What follows belongs to an exercise in optimizing a design on an open flow for small area; a production flow would make more cautious choices. Where RTL was checked, it was by simulation tests only, not by an equivalence proof against the original. No activity file was given, so power comes from the tool's default toggle rates.

P:
// riscv_core
module riscv_core (
    input clk,
    input reset,
    output [31:0] imem_addr,
    input  [31:0] imem_rdata,
    output [31:0] dmem_addr,
    output [31:0] dmem_wdata,
    output [1:0]  dmem_size,
    output        dmem_we,
    input  [31:0] dmem_rdata
);
==> flow/config.mk <==
export PLATFORM = sky130hd
export DESIGN_NAME = riscv_core
export DESIGN_NICKNAME = riscv_core
export VERILOG_FILES = /design/flow/design.v
export SDC_FILE = /design/flow/constraint.sdc
export NUM_CORES = 4
export LEC_CHECK = 0
export ABC_AREA = 0
export CAP_MARGIN = 20
export CORE_MARGIN = 2
export CORE_UTILIZATION = 55
export CTS_BUF_LIST = sky130_fd_sc_hd__clkbuf_4 sky130_fd_sc_hd__clkbuf_8
export CTS_CLUSTER_DIAMETER = 60
export CTS_CLUSTER_SIZE = 20
export SLEW_MARGIN = 20
export SYNTH_HIERARCHICAL = 1
==> flow/constraint.sdc <==
create_clock -name core_clock -period 18.0 [get_ports {clk}]
set_input_delay 3.6000 -clock core_clock [delete_from_list [all_inputs] [get_ports {clk}]]
set_output_delay 3.6000 -clock core_clock [all_outputs]
set_load 0.01 [all_outputs]
standard.sh (not shown) runs the stock make flow with config.mk's settings and CLKGATE_MAP_FILE= SYNTH_SCRIPT=/design/flow/synth_recipe.tcl, a recipe that flattens the netlist after the stock synthesis.
==> flow/flow/run.sh <==
#!/bin/bash
# The standard layout, with plain buf_1 cells as the port buffers and a clock tree
# built without dummy loads.
set -euo pipefail
bash standard.sh "BUFFER_PORTS_ARGS=-buffer_cell sky130_fd_sc_hd__buf_1" \
  "CTS_ARGS=-sink_clustering_enable -repair_clock_nets -sink_clustering_size 20 -sink_clustering_max_diameter 60 -buf_list {sky130_fd_sc_hd__clkbuf_4 sky130_fd_sc_hd__clkbuf_8} -dont_use_dummy_load" \
  finish > standard_flow.log 2>&1
Modified inputs, Q compared to P
--- a/flow/design.v
+++ b/flow/design.v
@@ -1,12 +1,19 @@
+module rf_wdec (input a, input b, input clr, output we, output we_n);
+    assign we_n = ~(clr | (a & b));
+    rf_inv u_i (.a(we_n), .y(we));
+endmodule
+module rf_inv (input a, output y);
+    assign y = ~a;
+endmodule
 module rf_wbit (input we, input we_n, input q, input wd, output d);
     assign d = ~((we | q) & (we_n | wd));
 endmodule
 module rf_aoi3 (input [2:0] s, input [2:0] d, output y);
     assign y = ~|(s & d);
 endmodule
 module rf_rbit (input [30:0] sel, input [30:0] d, output o);
     wire [10:0] y;
     genvar g;
     generate for (g = 0; g < 10; g = g + 1) begin : g_a
         rf_aoi3 u (.s(sel[3*g +: 3]), .d(d[3*g +: 3]), .y(y[g]));
     end endgenerate
@@ -134,29 +141,31 @@
             end else if (k_slt) begin
                 if (pass == 2'd0) begin rs2sel = 1'b1; tload = 1'b1; end
                 else if (pass == 2'd1) begin opb = 2'd1; inv = 1'b1; fcap = 1'b1; end
                 else begin wsel = 2'd3; wen = 1'b1; last = 1'b1; end
             end else begin
                 if (pass == 2'd0) begin rs2sel = 1'b1; tload = 1'b1; end
                 else begin opb = 2'd1; inv = ~f3[2] & ins[30]; wen = 1'b1; last = 1'b1; end
             end
         end
     end
     wire [4:0] rsel = rzero ? 5'd0 : rs2sel ? ins[24:20] : ins[19:15];
     wire [30:0] rsel_h;
+    wire [3:0] rs_lo = 4'b0001 << rsel[1:0];
+    wire [7:0] rs_hi = 8'b00000001 << rsel[4:2];
     wire [7:0]  port_raw;
     genvar gr, gb;
     generate
         for (gr = 1; gr < 32; gr = gr + 1) begin : g_rsel
-            assign rsel_h[gr-1] = rsel == gr;
+            assign rsel_h[gr-1] = rs_lo[gr % 4] & rs_hi[gr / 4];
         end
         for (gb = 0; gb < 8; gb = gb + 1) begin : g_rport
             wire [30:0] col;
             for (gr = 1; gr < 32; gr = gr + 1) begin : g_c
                 assign col[gr-1] = rf[gr][gb];
             end
             rf_rbit u_r (.sel(rsel_h), .d(col), .o(port_raw[gb]));
         end
     endgenerate
     wire [7:0] port = port_raw ^ {8{sp & (rsel != 5'd0)}};
     wire [7:0] opa  = opa_pc ? pc_b : port;
     wire [7:0] opbv = (opb == 2'd0) ? imm_b :
@@ -228,44 +237,41 @@
     wire [7:0] wdx = wd ^ {8{sp}};
     wire [4:0] rd = ins[11:7];
     wire [7:0] t_top;
     generate for (ga = 0; ga < 8; ga = ga + 1) begin : g_ttop
         sel2_bit u_t (.s(tload), .s_n(~tload), .a(port[ga]), .b(T[ga]), .y(t_top[ga]));
     end endgenerate
     wire       pc_end  = (ph == 2'd3) & ~clr & last;
     wire       pc_jump = pc_end & (c_jal | c_jalr | (c_br & taken));
     wire [30:0] pcy; wire [29:0] pc_nx;
     assign pcy[0] = pc_end;
     genvar gi;
     generate for (gi = 0; gi < 30; gi = gi + 1) begin : g_inc
-        pc_bit u_pc (.pc(pc[gi]), .cy(pcy[gi]), .jump(pc_jump), .jump_n(~pc_jump), .a(A[gi+2]), .d(pc_nx[gi]), .cy_out(pcy[gi+1]));
+        pc_bit u_pc (.pc(pc[gi]), .cy(pcy[gi]), .jump(pc_jump), .jump_n(~pc_jump & ~clr), .a(A[gi+2]), .d(pc_nx[gi]), .cy_out(pcy[gi+1]));
     end endgenerate
     wire       rf_we = wen & ~clr;
+    wire [3:0] rd_lo = {4{rf_we}} & (4'b0001 << rd[1:0]);
+    wire [7:0] rd_hi = 8'b00000001 << rd[4:2];
     generate
         for (gr = 1; gr < 32; gr = gr + 1) begin : g_rf
-            wire       we = clr | (rf_we & (rd == gr));
+            wire       we, we_n;
+            rf_wdec u_d (.a(rd_lo[gr % 4]), .b(rd_hi[gr / 4]), .clr(clr), .we(we), .we_n(we_n));
             wire [7:0] top;
             for (gb = 0; gb < 8; gb = gb + 1) begin : g_w
-                rf_wbit u_w (.we(we), .we_n(~we), .q(rf[gr][gb]), .wd(wdx[gb]), .d(top[gb]));
+                rf_wbit u_w (.we(we), .we_n(we_n), .q(rf[gr][gb]), .wd(wdx[gb]), .d(top[gb]));
             end
             always @(posedge clk) rf[gr] <= {top, rf[gr][31:8]};
         end
     endgenerate
-    always @(posedge clk or posedge reset) begin
-        if (reset) begin
-            pc <= 30'd0;
-        end else begin
-            pc <= pc_nx;
-        end
-    end
+    always @(posedge clk) pc <= pc_nx;
     always @(posedge clk or posedge reset) begin
         if (reset) begin
             ph <= 2'd0;
             pass <= 2'd0;
             clr <= 1'b1;
             sp <= 1'b0;
         end else begin
             ph <= ph + 2'd1;
             if (ph == 2'd3) sp <= ~sp;
             if (ph == 2'd3) begin
                 if (clr) clr <= 1'b0;
                 else if (last)
[summary]
In Q the ratio of routed vias to standard cells turned out 0.31% higher than in P.
In terms of routed wire length, P and Q differ only marginally.
Q vs. P: switching power share of the total dropped 0.38 points; proportion of cell area spent on the clock network closely matched the old numbers; maximum operating frequency saw an increase.
Any difference in wire length of the first global-routing pass between Q and P is small enough to ignore.
Q: required time of the critical path is 0.04 ns lower than what P reported.
Relative to P, cell area power density has gone down in Q.
Only the layout flow was run in Q; the RTL was not checked for function there.

## port drivers added, routing unchanged
The results above use ideal ports. As a check the final layouts listed here were re-extracted and re-timed, cells and wires unchanged. Step 1 sets driving cells, clkbuf_16 on the clock port and buf_2 on the other inputs (assumed; they add their load-dependent delay and slew). Step 2 also shifts input and output timing later by t, the mid clock arrival at the registers, as if the neighbouring blocks saw the same clock. Slacks: no drivers / after step 1 / after step 2; pairs: no drivers / after step 1.
run | t (ns) | slack for setup (ns) | slew at the worst register clock pin (ns) | worst data-port slew with drivers (ns)
P | 0.692 | 3.215 / 3.195 / 2.504 | 0.12 / 0.12 | 0.08
Q | 0.677 | 3.856 / 3.888 / 3.211 | 0.12 / 0.12 | 0.07
After both steps every run listed still meets setup and hold. The setup slack of P, which loses most, moves by -0.020 ns with the drivers and by -0.711 ns with both steps.
